Background: an optimization exercise with open tools, aiming at a short achievable clock period and few clock cycles. Do not read the settings as production practice.
In this exercise RTL edits were held to simulation tests only and were not proved equivalent to the original.
Power and IR drop assume default switching activity.

run B:
// rv32is
module rv32is(
    input 	clk,
	input 	rst,
	output [31:0] imemaddr,
	input  [31:0] imemdataout,
	output [31:0] dmemaddr,
	input  [31:0] dmemdataout,
	output [31:0] dmemdatain,
	output [2:0] dmemop,
	output	dmemwe,
	output reg [31:0] dbg_pc,
	output reg done,
	output reg wb,
	output [31:0] reg00, reg01, reg02, reg03, reg04, reg05, reg06, reg07,
				  reg08, reg09, reg10, reg11, reg12, reg13, reg14, reg15,
				  reg16, reg17, reg18, reg19, reg20, reg21, reg22, reg23,
				  reg24, reg25, reg26, reg27, reg28, reg29, reg30, reg31
);
    reg [31:0] rf [1:31];
    reg [31:0] fa;          
    reg [31:0] bpc;         
    reg        bvalid;      
    reg        dspec;       
    reg        bpred;       
    reg        btb_v;
    reg [31:0] btb_pc, btb_tgt;
    reg        bi_v;                
    reg [31:0] bi_pc, bi_tgt;
    reg        e_valid;
    reg [31:0] e_a, e_b, e_imm, e_target, e_pc, e_pcp4, e_eval;
    reg        s_add, s_sub, s_sll, s_slt, s_sltu, s_xor, s_srl, s_sra, s_or, s_and;
    reg        c_eq, c_ne, c_lt, c_ge, c_ltu, c_geu;
    reg        k_fb;                   
    reg        k_brr;                  
    reg        k_jalr, k_jale;         
    reg        k_bp;                   
    reg        e_back;                 
    reg        e_zaddi;                
    reg [31:0] e_nimm;
    reg        k_ebi;                  
    reg        e_ld, e_st, e_link, e_halt, e_wen, e_early;
    reg [4:0]  e_rd;
    reg [2:0]  e_mop;
    reg        m_valid, m_wen, m_ld, m_we, m_halt;
    reg [4:0]  m_rd;
    reg [31:0] m_result, m_addr, m_sdata, m_pc;
    reg [2:0]  m_mop;
    reg        w_valid, w_wen, w_ld, w_halt;
    reg [4:0]  w_rd;
    reg [31:0] w_result, w_pc;
    wire [31:0] d_ins = imemdataout;
    wire [31:0] d_pc  = bpc;
    wire        d_valid = bvalid;
    wire        d_free  = ~dspec;                  
    wire [6:0]  d_opc = d_ins[6:0];
    wire [4:0]  d_rd  = d_ins[11:7];
    wire [2:0]  d_f3  = d_ins[14:12];
    wire [4:0]  d_rs1 = d_ins[19:15];
    wire [4:0]  d_rs2 = d_ins[24:20];
    wire op_lui   = d_opc == 7'b0110111;
    wire op_auipc = d_opc == 7'b0010111;
  ...
Size: about 1,700 flip-flops, ~1,200 I/O pins, about 0.085 mm² of cells after synthesis.
==> flow/config.mk <==
export PLATFORM = sky130hd
export DESIGN_NAME = rv32is
export DESIGN_NICKNAME = rv32is
export VERILOG_FILES = /design/flow/design.v
export SDC_FILE = /design/flow/constraint.sdc
export NUM_CORES = 4
export LEC_CHECK = 0
export CAP_MARGIN = 20
export CORE_MARGIN = 2
export CORE_UTILIZATION = 50
export SLEW_MARGIN = 20
export TNS_END_PERCENT = 100
==> flow/constraint.sdc <==
create_clock -name core_clock -period 9.0 [get_ports {clk}]
set_input_delay 1.8000 -clock core_clock [delete_from_list [all_inputs] [get_ports {clk}]]
set_output_delay 1.8000 -clock core_clock [all_outputs]
set_load 0.01 [all_outputs]
standard.sh (not shown) runs the stock make flow with config.mk's settings and CLKGATE_MAP_FILE= SYNTH_SCRIPT=/design/flow/synth_recipe.tcl, a recipe that flattens the netlist after the stock synthesis.
==> flow/flow/run.sh <==
#!/bin/bash
set -euo pipefail
export SETUP_SLACK_MARGIN=$(cat flow/margin.txt)
export BUFFER_PORTS_ARGS="-buffer_cell sky130_fd_sc_hd__buf_4"
bash standard.sh > flow_make.log 2>&1
==> flow/flow/margin.txt <==
6
Seen in the log of run B: GRT-0232 during 5_1_grt, after which the run never completed.
Testbench counts of run B, summed over its fixed seeds: cycles 28,424.
The following lists how run F was set up differently from run B:
- CORE_UTILIZATION changed from 50 to 40
## What came out
Run F closes out successfully: all stages finished, all timing, DRC and antenna checks passed.
Delta (run F minus run B): final weighted congestion in routability-driven placement decreased by about 10% relative to the old numbers; multiplexer area fraction after synthesis held steady.
Across both runs, placement-stage cell area was higher for run F than for run B.
Run F ends up with lower number of gates resized after cts than run B does.
Per the comparison of run F with run B, HPWL after detailed placement lower, post-placement cell count grew by 5.8%, width of the die went up by 49 µm, post-synthesis instance area stayed essentially flat.
The lower buffer count from post-CTS setup fixing of run B and run F is in run F.
In run F relative to run B, chip height had gone up by more than 10%.

========
Setup of job 511:
rv32is, a different RTL version from the one above (not shown whole).
Size: roughly 7100 cells after synthesis, roughly 1800 flip-flops, ~1200 I/O pins, roughly 90000 um2 of cells after synthesis.
clock: 9.0 ns
lec_check: 0
cap_margin: 20
core_margin: 2
core_utilization: 40
slew_margin: 20
tns_end_percent: 100
Scripts as last shown in full above: flow/flow/run.sh, flow/flow/margin.txt
In summary, job 511 completed successfully, with a layout that passed the timing, design-rule and antenna checks.
Testbench counts of job 511, summed over its fixed seeds: cycles 28,424.
#### Input delta (job 9551 over job 511)
==> flow/flow/margin.txt <==
5.5
### Flow results
Status: instance count after placement with tap cells included parity (job 9551, job 511). Job 511 → job 9551: combinational fraction of design power decreased 1.3 points, worst-case setup margin in the final layout grew by 0.11 ns, share of total power in sequential cells essentially unchanged. Both conditions hold for job 9551: the flow ran to the end and the final layout passed the timing, design-rule and antenna checks.
Here is what was changed in the inputs of job 2585 compared with job 9551.
# job 9551
export LEC_CHECK = 0
export CAP_MARGIN = 20
export CORE_MARGIN = 2
export CORE_UTILIZATION = 40
export SLEW_MARGIN = 20
export TNS_END_PERCENT = 100
create_clock -name core_clock -period 9.0 [get_ports {clk}]
# job 2585
export LEC_CHECK = 0
export CAP_MARGIN = 20
export CORE_MARGIN = 2
export CORE_UTILIZATION = 33
export SLEW_MARGIN = 20
export TNS_END_PERCENT = 100
create_clock -name core_clock -period 9.0 [get_ports {clk}]
==> flow/flow/margin.txt <==
6
Results
- Compared with job 9551, in job 2585 post-route total power rose by 1.8%, portion of the clock cycle consumed by the worst path in the final layout now sits higher, area growth from synthesis to layout went up by 19 points, number of antenna violations at the first check in global routing shows an increase of 20%.

==> port drivers added, routing unchanged <==
The flow's constraints put no driver on any port. The routed layouts listed below were extracted and timed again, unchanged, in two steps.
Step 1: set_driving_cell puts a clkbuf_16 on clk and a buf_2 on each other input, an assumption about the parent block.
Step 2 adds t to the input delays and takes it off the output delays; t is the mean of the earliest and latest rising clock arrival at the registers after step 1. Input paths then give back, and output paths get back, about the clock's delay inside the block.
Slacks: ideal / step 1 / step 2; pairs: ideal / step 1.
| run | shift t [ns] | slack for setup (ns) | clock arrival spread, ns |
|---|---|---|---|
| run F | 0.998 | 4.856 / 4.668 / 3.670 | 0.070 / 0.070 |
| job 511 | 1.020 | 4.872 / 4.663 / 3.642 | 0.153 / 0.153 |
| job 9551 | 0.998 | 4.979 / 4.841 / 3.843 | 0.098 / 0.098 |
| job 2585 | 1.003 | 4.820 / 4.621 / 3.618 | 0.167 / 0.166 |
After both steps every run listed still meets setup and hold. The setup slack of job 511, which loses most, moves by -0.209 ns with the drivers and by -1.230 ns with both steps.
